This design comes from an exercise in tuning for a short achievable clock period and few clock cycles on the open sky130 flow, not from production work.
In this exercise RTL edits were held to simulation tests only and were not proved equivalent to the original.
No activity file was given, so power comes from the tool's default toggle rates.

==> design/flow/design.v <==
`timescale 1ns / 1ps
module ALU(R1, R2, R3, Opcode, ShouldClear);
input ShouldClear;
input [2:0] Opcode;
input [31:0] R2, R3;
output reg [31:0] R1;
always @ (*)
if (Opcode[2:0] == 3'h0) begin
	R1 = R2;
	end else if (Opcode[2:0] == 3'h1) begin
	R1 = ~R2;
	end else if (Opcode[2:0] == 3'h2) begin
	R1 = (R2 + R3);
	end else if (Opcode[2:0] == 3'h3) begin
	R1 = (R2 - R3);
	end else if (Opcode[2:0] == 3'h4) begin
	if (ShouldClear) begin
	R1 = ((R2 & 32'b0) | R3);
	end else begin
	R1 = (R2 | R3);
	end
	end else if (Opcode[2:0] == 3'h5) begin
	R1 = (R2 & R3);
	end else if (Opcode[2:0] == 3'h6) begin
	R1 = (R2^R3);
	end else begin
	R1 = (($signed(R2) < $signed(R3))? 1:0);	
end
endmodule
`timescale 1ns / 1ps
module ALUControl(Opcode, ALUOp, ALUCTLline);
input [5:0] Opcode;
input [1:0] ALUOp;
output reg [2:0] ALUCTLline;
always @ (*) begin
	if (ALUOp == 2'b00) begin
		ALUCTLline = 3'b010;
	end else if (ALUOp == 2'b01) begin
		if (Opcode[2:0] == 3'b011 || Opcode[2:0] == 3'b100) begin
		ALUCTLline = 3'b101;
		end else begin
		ALUCTLline = 3'b100;
		end
	end else if (ALUOp == 2'b10) begin  
		ALUCTLline = 3'b011;
	end else begin
		ALUCTLline = Opcode[2:0];
	end
end
endmodule
`timescale 1ns / 1ps
module ALUReg(ALUResult, ALUOut, clk, reset);
input clk, reset;
input [31:0] ALUResult;
output reg [31:0] ALUOut;
always @ (posedge clk or posedge reset) begin
	if (reset) begin
	ALUOut <= 0;
	end else begin
	ALUOut <= ALUResult;
	end
end
endmodule
`timescale 1ns / 1ps
module BranchLogic(ALUResult, OpCode, BranchCTL, BranchOut);
input BranchCTL;
input [5:0] OpCode;
input [31:0] ALUResult;
output reg BranchOut;
always @ (*) begin
	if (BranchCTL == 1'b1) begin
		if (ALUResult == 0 && OpCode == 6'b100000) begin  
			BranchOut = 1;
		end else if (ALUResult != 0 && OpCode == 6'b100001) begin  
			BranchOut = 1;
		end else if (ALUResult[31] == 1 && OpCode == 6'b100010) begin  
			BranchOut = 1;
		end else if ((ALUResult[31] == 1 || ALUResult == 0) && OpCode == 6'b100011) begin  
			BranchOut = 1;
		end else begin
			BranchOut = 0;
		end
	end else begin
		BranchOut = 0;
	end
end
endmodule
`timescale 1ns / 1ps
module BreakUpInstr(Instruction, DMemData, Instr31to26, Instr25to21, Instr20to16, Instr15to0, MemRegOut, IRWrite, clk);
input clk, IRWrite;
input [31:0] DMemData, Instruction;
output reg [31:0] MemRegOut;
output reg [4:0] Instr25to21, Instr20to16;
output reg [5:0] Instr31to26;
output reg [15:0] Instr15to0;
always @ (posedge clk) begin
MemRegOut <= DMemData;
if (IRWrite) begin
Instr31to26 <= Instruction[31:26];
Instr25to21 <= Instruction[25:21];
Instr20to16 <= Instruction[20:16];
Instr15to0 <= Instruction[15:0];
end
end
endmodule
`timescale 1ns / 1ps
module Controller(OpCode, FetchOpCode, clk, reset,
IRWrite, PCWrite, RegDst, RegWrite,
MemtoReg, PCWriteCond, MemWrite, ZeroExtendCTL, BranchCTL,
ALUSrcB, ALUOp, PCSource, ALUSrcA, ResultOrOut, ReadOther,
TypeOfMemAddress, ShouldClear, JALCTL, JCTL, Halted);
input [5:0] OpCode;        
input [5:0] FetchOpCode;   
input clk, reset;
output reg [1:0] ALUSrcB, ALUOp, PCSource;
output reg ALUSrcA, IRWrite, PCWrite, RegDst, RegWrite, MemtoReg, PCWriteCond,
MemWrite, ZeroExtendCTL, BranchCTL, ResultOrOut, ReadOther, TypeOfMemAddress,
ShouldClear, JALCTL, JCTL, Halted;
reg [4:0] state, next_state;
always @ (posedge clk or posedge reset)
	if (reset)
		state <= 5'd0;
	else
		state <= next_state;
always @ (*) begin
	ALUSrcA = 0;
	ALUSrcB = 0;
	ALUOp = 0;
	PCSource = 0;
	IRWrite = 0;
	PCWrite = 0;
	PCWriteCond = 0;
	RegDst = 0;
	RegWrite = 0;
	MemtoReg = 0;
	MemWrite = 0;
	ZeroExtendCTL = 0;
	BranchCTL = 0;
	ResultOrOut = 0;
	ReadOther = 0;
	TypeOfMemAddress = 0;
	ShouldClear = 0;
	JALCTL = 0;
	JCTL = 0;
	Halted = 0;
	next_state = state;
	case (state)
		0:  
		begin
			IRWrite = 1;
			ALUSrcB = 1;
			if (FetchOpCode == 6'b000000)  
				next_state = 22;
			else
				next_state = 1;
		end
		1:  
		begin
			ALUSrcB = 3;
			if (OpCode[5:3] == 3'b010) begin
				ReadOther = 1;
				next_state = 6;
			end else if (OpCode[5:3] == 3'b100) begin
				next_state = 8;
			end else if (OpCode == 6'b000010) begin  
				next_state = 20;
			end else if (OpCode == 6'b000001) begin  
				next_state = 9;
			end else if (OpCode[5:3] == 3'b110) begin
				ReadOther = 1;
				next_state = 13;
			end else if (OpCode == 6'b111110) begin  
				ReadOther = 1;
				next_state = 17;
			end else if (OpCode == 6'b111101) begin  
				ReadOther = 1;
				next_state = 18;
			end else if (OpCode == 6'b111001 || OpCode == 6'b111010 ||
			             OpCode == 6'b111011 || OpCode == 6'b111100) begin
				next_state = 2;
			end else begin
				next_state = 12;
			end
		end
		2:
		begin
			ALUSrcA = 1;
			ALUOp = 1;
			ALUSrcB = 3;
			if (OpCode == 6'b111011)  
				next_state = 3;
			else if (OpCode == 6'b111100)  
				next_state = 5;
			else  
				next_state = 11;
		end
		3:
		begin
			ALUSrcA = 1;
			ALUOp = 1;
			ALUSrcB = 3;
			next_state = 4;
		end
		4:
		begin
			RegWrite = 1;
			MemtoReg = 1;
			next_state = 12;
		end
		5:
		begin
			MemWrite = 1;
			next_state = 12;
		end
		6:
		begin
			ReadOther = 1;
			ALUSrcA = 1;
			ALUSrcB = 0;
			ALUOp = 3;
			next_state = 7;
		end
		7:
		begin
			ReadOther = 1;
			RegWrite = 1;
			next_state = 12;
		end
		8:
		begin
			ALUSrcA = 1;
			ALUSrcB = 0;
			ALUOp = 2;
			next_state = 15;
		end
		9:  
		begin
			PCWrite = 1;
			ALUSrcB = 3;
			JCTL = 1;
			next_state = 0;
		end
		11:  
		begin
			ALUSrcA = 1;
			ALUOp = 1;
			ALUSrcB = 3;
			ZeroExtendCTL = (OpCode == 6'b111010);
			ShouldClear = (OpCode == 6'b111001);
			RegWrite = 1;
			ResultOrOut = 1;
			next_state = 12;
		end
		12:  
		begin
			ALUSrcB = 1;
			PCWrite = 1;
			next_state = 0;
		end
		13:
		begin
			ReadOther = 1;
			ALUSrcA = 1;
			ALUSrcB = 3;
			ALUOp = 3;
			next_state = 14;
		end
		14:
		begin
			ReadOther = 1;
			RegWrite = 1;
			next_state = 12;
		end
		15:  
		begin
			ALUSrcB = 2;
			BranchCTL = 1;
			PCWriteCond = 1;
			next_state = 12;
		end
		17:  
		begin
			ReadOther = 1;
			ALUSrcA = 1;
			ALUSrcB = 3;
			TypeOfMemAddress = 1;
			MemWrite = 1;
			next_state = 12;
		end
		18:  
		begin
			ReadOther = 1;
			ALUSrcA = 1;
			ALUSrcB = 3;
			TypeOfMemAddress = 1;
			next_state = 19;
		end
		19:  
		begin
			ReadOther = 1;
			ALUSrcA = 1;
			ALUSrcB = 3;
			TypeOfMemAddress = 1;
			MemtoReg = 1;
			RegWrite = 1;
			next_state = 12;
		end
		20:  
		begin
			ALUSrcB = 1;
			next_state = 21;
		end
		21:
		begin
			ALUSrcB = 1;
			JALCTL = 1;
			RegWrite = 1;
			ResultOrOut = 1;
			next_state = 9;
		end
		22:  
		begin
			Halted = 1;
			next_state = 22;
		end
		default:
			next_state = 0;
	endcase
end
endmodule
`timescale 1ns / 1ps
module OneBitMux(Input0, Input1, Sel, Output);
parameter inputWidth = 32;
input Sel;
output reg [inputWidth-1:0] Output;
input [inputWidth-1:0] Input0, Input1;
always @ (*)
if (Sel == 1'b1) begin
	Output = Input1;
end else begin
	Output = Input0;
end
endmodule
`timescale 1ns / 1ps
module ProgramCounter(PCWriteCond, BranchOut, PCWrite, mux6out, PCAddress, clk, reset);
input [31:0] mux6out;
input PCWriteCond, BranchOut, PCWrite, clk, reset;
output reg [31:0] PCAddress;
wire and1out, or1out;
and (and1out, BranchOut, PCWriteCond);
or (or1out, and1out, PCWrite);
always @ (posedge clk or posedge reset) begin
	if (reset) begin
		PCAddress <= 0;
	end else begin
		if (or1out == 1'b1) begin
			PCAddress <= mux6out;
		end else begin
			PCAddress <= PCAddress;
		end
	end
end
endmodule
`timescale 1ns / 1ps
module RegFileOutAluInReg(A, B, Areg, Breg, clk, reset);
input clk, reset;
input [31:0] A, B;
output reg [31:0] Areg, Breg;
always @ (posedge clk or posedge reset) begin
	if (reset) begin
	Areg <= 0;
	Breg <= 0;
	end else begin
	Areg <= A;
	Breg <= B;
	end
end
endmodule
`timescale 1ns / 1ps
module SignExtendBlock(Imm16, Imm32);
input [15:0] Imm16;
output reg [31:0] Imm32;
always @ (*) begin
if (Imm16[15] == 1'b1) begin
Imm32 = {16'b1111111111111111, Imm16};
end else begin
Imm32 = {16'b0000000000000000, Imm16};
end
end
endmodule
`timescale 1ns / 1ps
module TwoBitMux(input0, input1, input2, input3, sel, out);
input [31:0] input0, input1, input2, input3;
input [1:0] sel;
output reg [31:0] out;
always @ (*) begin
	if (sel == 2'b00) begin
		out = input0;
	end else if (sel == 2'b01) begin
		out = input1;
	end else if (sel == 2'b10) begin
		out = input2;
	end else begin
		out = input3;
	end
end
endmodule
`timescale 1ns / 1ps
module ZeroExtendBlock(Imm16, Imm32, ZeroExtendCTL);
input [15:0] Imm16;
input ZeroExtendCTL;
output reg [31:0] Imm32;
always @ (*) begin
	if (ZeroExtendCTL == 1'b0) begin
		Imm32 = {16'b0000000000000000, Imm16};   
	end else begin
		Imm32 = {Imm16, 16'b0000000000000000};   
	end
end
endmodule
`timescale 1ns / 1ps
module add_one(in, out);
input [31:0] in;
output reg [31:0] out;
always @ (*) begin
out = in + 1;
end
endmodule
`timescale 1ns / 1ps
module new_nbit_register_file(write_data,
                          read_data_1, read_data_2,
                          read_sel_1, read_sel_2,
                          write_address, RegWrite, clk);
    parameter data_width = 32;
    parameter select_width = 5;
    input                                       clk, RegWrite;
    input           [data_width-1:0]            write_data;
    input           [4:0]                       read_sel_1, read_sel_2, write_address;
    output reg      [data_width-1:0]            read_data_1, read_data_2;
    reg             [data_width-1:0]            register_file [0:data_width-1];
    always @ (*) begin
        read_data_1 = register_file[read_sel_1];
        read_data_2 = register_file[read_sel_2];
    end
    always @ (posedge clk) begin
        if (RegWrite)
            register_file[write_address] <= write_data;
    end
endmodule
`timescale 1ns / 1ps
module Top(clk, reset, imem_addr, imem_data, dmem_addr, dmem_wdata, dmem_we,
dmem_rdata, halted);
input clk, reset;
output [31:0] imem_addr;
input [31:0] imem_data;
output [31:0] dmem_addr, dmem_wdata;
output dmem_we;
input [31:0] dmem_rdata;
output halted;
wire PCWriteCond, PCWrite, MemtoReg, IRWrite, ALUSrcA, MemWrite,
RegWrite, RegDst, BranchOut, ResultOrOut, ReadOther, TypeOfMemAddress, ShouldClear, JALCTL, JCTL,
ZeroExtendCTL, BranchCTL, Halted;
wire [1:0] ALUSrcB, PCSource, ALUOp;
wire [2:0] ALUCTLline;
wire [31:0] PCAddress, mux3out, mux5inZE, mux5inSE, ALUOut,
MemRegOut, A, B, Areg, Breg, ALUInA, ALUInB, ALUResult, mux6out, mux7out,
WriteMemAddress, AddOneOut, JALMuxOut;
wire [4:0] Instr25to21, Instr20to16, mux2out, mux8out, mux9out, mux_31_out;
wire [5:0] Instr31to26;
wire [15:0] Instr15to0;
assign imem_addr = PCAddress;
assign dmem_addr = WriteMemAddress;
assign dmem_wdata = Areg;
assign dmem_we = MemWrite;
assign halted = Halted;
ProgramCounter PC1(PCWriteCond, BranchOut, PCWrite, mux6out, PCAddress, clk, reset);
BreakUpInstr InstrReg(imem_data, dmem_rdata, Instr31to26, Instr25to21, Instr20to16,
								Instr15to0, MemRegOut, IRWrite, clk);  
OneBitMux mux10(mux5inZE, ALUResult, TypeOfMemAddress, WriteMemAddress);
OneBitMux #(5) mux8(Instr25to21, Instr20to16, ReadOther, mux8out);
OneBitMux #(5) mux9(Instr20to16, Instr15to0[15:11], ReadOther, mux9out);
Controller Control(Instr31to26, imem_data[31:26], clk, reset, IRWrite, PCWrite, RegDst, RegWrite,
MemtoReg, PCWriteCond, MemWrite, ZeroExtendCTL, BranchCTL, ALUSrcB, ALUOp, PCSource, ALUSrcA,
ResultOrOut, ReadOther, TypeOfMemAddress, ShouldClear, JALCTL, JCTL, Halted);
OneBitMux #(5) mux_31(Instr25to21, 5'b11111, JALCTL, mux_31_out);
OneBitMux #(5) mux2(mux_31_out, Instr15to0[15:11], RegDst, mux2out);
OneBitMux mux3(mux7out, MemRegOut, MemtoReg, mux3out);
new_nbit_register_file regFile(mux3out, A, B, mux8out, mux9out, mux2out, RegWrite, clk);
RegFileOutAluInReg regReg(A, B, Areg, Breg, clk, reset);  
ZeroExtendBlock zeroExtend(Instr15to0, mux5inZE, ZeroExtendCTL);
add_one Add0(mux5inZE, AddOneOut);
OneBitMux JALMux(mux5inZE, AddOneOut, JCTL, JALMuxOut);
SignExtendBlock signExtend(Instr15to0, mux5inSE);
OneBitMux mux4(PCAddress, Areg, ALUSrcA, ALUInA);
TwoBitMux mux5(Breg, 32'b00000000000000000000000000000001, mux5inSE, JALMuxOut, ALUSrcB, ALUInB);
ALUControl aluctl(Instr31to26, ALUOp, ALUCTLline);
ALU theALU(ALUResult, ALUInA, ALUInB, ALUCTLline, ShouldClear);
ALUReg ALUreg(ALUResult, ALUOut, clk, reset);  
OneBitMux mux7(ALUOut, ALUResult, ResultOrOut, mux7out);
TwoBitMux mux6(ALUResult, ALUOut, {Instr31to26, Instr25to21, Instr20to16, Instr15to0},
						32'b00000000000000000000000000000000, PCSource, mux6out);
BranchLogic branches(ALUOut, Instr31to26, BranchCTL, BranchOut);
endmodule
==> design/flow/run.sh <==
#!/bin/bash
# synth_recipe.tcl (not shown) runs the flow's synth.tcl, then flattens the netlist and writes it again
# the make line also repeats each setting of config.mk as NAME=value (left out here)
make -C /OpenROAD-flow-scripts/flow DESIGN_CONFIG=/design/flow/config.mk WORK_HOME=/design/flow/orfs CLKGATE_MAP_FILE= SYNTH_SCRIPT=/design/flow/synth_recipe.tcl finish
==> design/flow/config.mk <==
export PLATFORM = sky130hd
export DESIGN_NAME = Top
export DESIGN_NICKNAME = Top
export VERILOG_FILES = /design/flow/design.v
export SDC_FILE = /design/flow/constraint.sdc
export NUM_CORES = 4
export LEC_CHECK = 0
export CAP_MARGIN = 20
export CORE_MARGIN = 2
export CORE_UTILIZATION = 40
export PLACE_DENSITY = 0.6
export SLEW_MARGIN = 20
==> design/flow/constraint.sdc <==
create_clock -name core_clock -period 8.5 [get_ports {clk}]
set_input_delay 1.7000 -clock core_clock [delete_from_list [all_inputs] [get_ports {clk}]]
set_output_delay 1.7000 -clock core_clock [all_outputs]
set_load 0.01 [all_outputs]
==> run summary <==
grt total ovfl=0; clock sinks=1221; initial DRC count=~7500; layout cells sized above 1=0.118; Max FO, Critical Path=between 40 and 50; Worst Path Buf+Inv=3; CP peak stage delay=between 0.5 and 0.6 ns; slew at the pin closest to its max-slew limit=~1.2 ns; Post-synth EDFFs=1056; setup_tns=0 ns; die area=between 150000 and 200000 sq um; # hold bufs at CTS=0; Max Root-Sink Buffers=3; Mapped Area=roughly 63000 sq um; fin worst setup slack=roughly 0.21 ns; Net count, final=approximately 5800; Netlist cell types=105; total power=0.0350 W; initial antenna violation count=10; drt total wl=257000 um; DR vias=50700; Clock transition at path regs=roughly 0.06 ns; Tcrit/Tclk final=0.975; Yosys warnings=15; RSZ-0062 raised after global routing=yes; max_cap viols=0; Fin. Hold Viols=0; fin crit period=approximately 8.3 ns; fmax=around 0.12 GHz; worst rel slew slack=0.210; WP data required=6.80 ns; cell count after synthesis=5511; P_leak=between 20 and 30 nW; register bit total from synthesis=1221; Row Count=145; DIE HEIGHT=399 um; Power Dens Cells=484 nW/um^2; Primary FF master, synth=edfxtp_1; Cell Chain, Critical Path=buf_12 > or3b_4 > or3_1 > or4_1 > nand4_1 > o211a_2 > ha_1 > or4_1 > or3_1 > a21oi_4 > nor3_1 > buf_4 > o221a_2 > o211ai_1 > o2111ai_1 > o211a_1 > o21ai_0 > clkdlybuf4s50_1; largest area contributor in the netlist=edfxtp_1; DRT met1 WL=between 90000 and 100000 um; pin count of the biggest net entering global routing=135; Skew-Pair Late Insertion Delay=roughly 0.80 ns; register area share after synthesis=0.570; delay-heaviest family, CP=simple AND/OR/NAND/NOR gates; die width=roughly 400 um; Max Slew Vio Count=0; critical path type=reg2out; largest cells by area after synthesis=edfxtp_1 (51%), mux2i_1 (8.4%), nand2_1 (5.9%), dfrtp_1 (5.3%), nand3_1 (4.3%); type of origin of the critical path=register; Top Layer Used=met5; share of the synthesized area in the top cell type=0.507; DR pass1 iterations=6; worst endpoint data arrival time=around 6.6 ns; total routing usage reported by global routing=0.313; met2 WL=113000 um; Placement Setup Slack=between 0.3 and 0.4 ns; vias per cell=6.51; asr flop ratio synth=0.109; DRC Markers=0; CTS root buf=clkbuf_16; CTS buffer count=135; status=timing/DRC/antenna clean; slowest CP cell=clkdlybuf4s50_1; post-route ant nets=0; CP endpoint kind=primary output; Syn Area/Cell=between 10 and 15 sq um; Setup Skew=roughly 0.042 ns; core area=156000 sq um; worst vdd ir=between 400 and 500 uV; H-tree Lvls=4; Worst Hold Class=reg2reg; setup violators final=0; Avg WL per Cell=between 30 and 40 um; hpwl dp=163000 um; P&R area growth vs syn=15.5%; first-pass GRT wire length=between 300000 and 400000 um; vias in the first global route=slightly below 50000; met3 wire length=28100 um; IO Port Bufs=~160; Finished Core Util=0.464; final weighted congestion in routability-driven placement=1.03; Initial Util=0.401; Mapped Nets=~5700; CTS tree=done; I/O pins=roughly 160
[cell usage after synthesis, drive strengths merged, types with 13 or more instances]
library cell	instances
ha	97
nand2	977
xnor2	40
a211oi	58
a311oi	68
dfrtp	133
a21oi	157
mux2	22
a32oi	37
dfxtp	32
clkbuf	275
nand2b	16
xor2	15
a21o	20
nor2	190
and3	45
buf	133
o21bai	13
mux4	64
o32ai	67
nand4	78
nor2b	13
o21ai	126
inv	112
a31oi	42
o31ai	15
nor4	56
nor3	34
nand3	535
o211ai	19
mux2i	522
o22ai	142
a22oi	69
or3	15
a221oi	20
o21a	18
a22o	19
edfxtp	1056
[tightest hold or removal path: cells and delay by family (launching register included)]
family / cells / cell delay, ns
simple gates: 1 / 0.05
flops: 1 / 0.37
compound gates: 1 / 0.06
[area by class of cell]
cell class | count | area, sq um
Clock buffer | 193 | 3880
Inverter | 112 | 425
Multi-Input combinational cell | 3770 | 25700
Antenna cell | 5 | 12.5
Timing Repair Buffer | 384 | 3530
Fill cell | 14000 | 83600
Tap cell | 2058 | 2570
Clock inverter | 46 | 458
Sequential cell | 1221 | 35700
[placed cells by master, fill, tap and decap left out, drive strengths merged, types with 19 or more instances in the layout]
cell,instances
a22oi,69
nand4,78
a311oi,68
mux2i,522
clkbuf,193
a21o,20
a21oi,157
o32ai,67
ha,97
o21ai,126
a22o,19
nor4,56
mux2,22
a211oi,58
o22ai,142
a221oi,20
o211ai,19
mux4,64
nand3,535
buf,221
xnor2,40
nor3,34
edfxtp,1056
dfxtp,32
nor2,190
nand2,977
and3,45
inv,118
dfrtp,133
a31oi,42
a32oi,37
clkdlybuf4s50,162
clkinv,30
[cells by family after synthesis]
group	share of synthesized area
AND/OR/NAND/NOR	0.146
adder cells (fa/ha/maj)	0.0200
XOR/XNOR	0.00770
buffers and inverters	0.0334
flip-flops	0.570
AO/OA/AOI/OAI	0.112
multiplexers	0.111
[power by group]
group	total, W	switching [W]	internal [W]
registers	0.00900	0.000643	0.00836
clock network	0.00583	0.00246	0.00336
logic	0.0201	0.0138	0.00633
total	0.0350	0.0169	0.0181
[sequential cells by signal, indices dropped and copies added, names as in the netlist]
register	count
ALUreg.ALUOut	32
Control.state	5
InstrReg.Instr15to0	16
InstrReg.Instr31to26	6
InstrReg.Instr20to16	5
PC1.PCAddress	32
regReg.Areg	32
regReg.Breg	32
InstrReg.Instr25to21	5
regFile.register_file	1024
InstrReg.MemRegOut	32
[routing by layer]
layer	vias up	global-route usage
met5	-	0
met4	4	0.187
met3	812	0.0775
met1	25300	0.404
met2	3381	0.478
li1	21200	-
[path summary, 6_finish.rpt]
kind,start,to,slack (ns),cells after the start
hold / removal,PC1.PCAddress[12],PC1.PCAddress[12],0.52,2
setup reg to reg,Control.state[0],regFile.register_file[7][30],2.26,16
max in group asynchronous,reset,ALUreg.ALUOut[15],5.45,3
min in group asynchronous,reset,regReg.Areg[27],1.55,2
hold reg to reg,PC1.PCAddress[12],PC1.PCAddress[12],0.52,2
setup / recovery,Control.state[0],dmem_addr[26],0.21,18
[through the flow]
| stage | instances | cell area (sq um) | hold WS [ns] |
|---|---|---|---|
| 6_report | 7789 | 72300 | 0.518 |
| 3_3_place_gp | 7531 | 67400 | 0.520 |
| 2_1_floorplan | 5511 | 62600 | 0.527 |
| 5_1_grt | 7784 | 72200 | 0.553 |
| 4_1_cts | 7779 | 72000 | 0.517 |
| 3_5_place_dp | 7535 | 67600 | 0.501 |
[what timing repair did]
action                     4_1_cts  5_1_grt
setup endpoints to repair       18       19
setup buffers                    5        3
resized for setup               19       37
pin swaps                        3        6
hold endpoints to repair         0        0
Testbench counts, summed over its fixed seeds: cycles 118,489.

afterwards: timing with drivers on the ports:
The flow's constraints put no driver on any port. The routed layout listed below was extracted and timed again, unchanged, in two steps.
Step 1: set_driving_cell puts a clkbuf_16 on clk and a buf_2 on each other input, an assumption about the parent block.
Step 2 times the ports against the registers' clock, not the clock port: input delays grow and output delays shrink by t, the midpoint of the rising clock arrivals with the driver on.
Slacks: ideal ports / drivers / drivers and shift; pairs: ideal ports / drivers.
shift t [ns]: 0.862
setup WS [ns]: 0.210 / 0.124 / 0.986
worst hold slack (ns): 0.518 / 0.518 / 0.518
latest minus earliest clock arrival (ns): 0.042 / 0.042
cell pins on the clock port's net: 1
After both steps setup and hold are still met in this run. For this run, drivers alone change the setup slack by -0.086 ns; drivers and shift together by +0.776 ns.
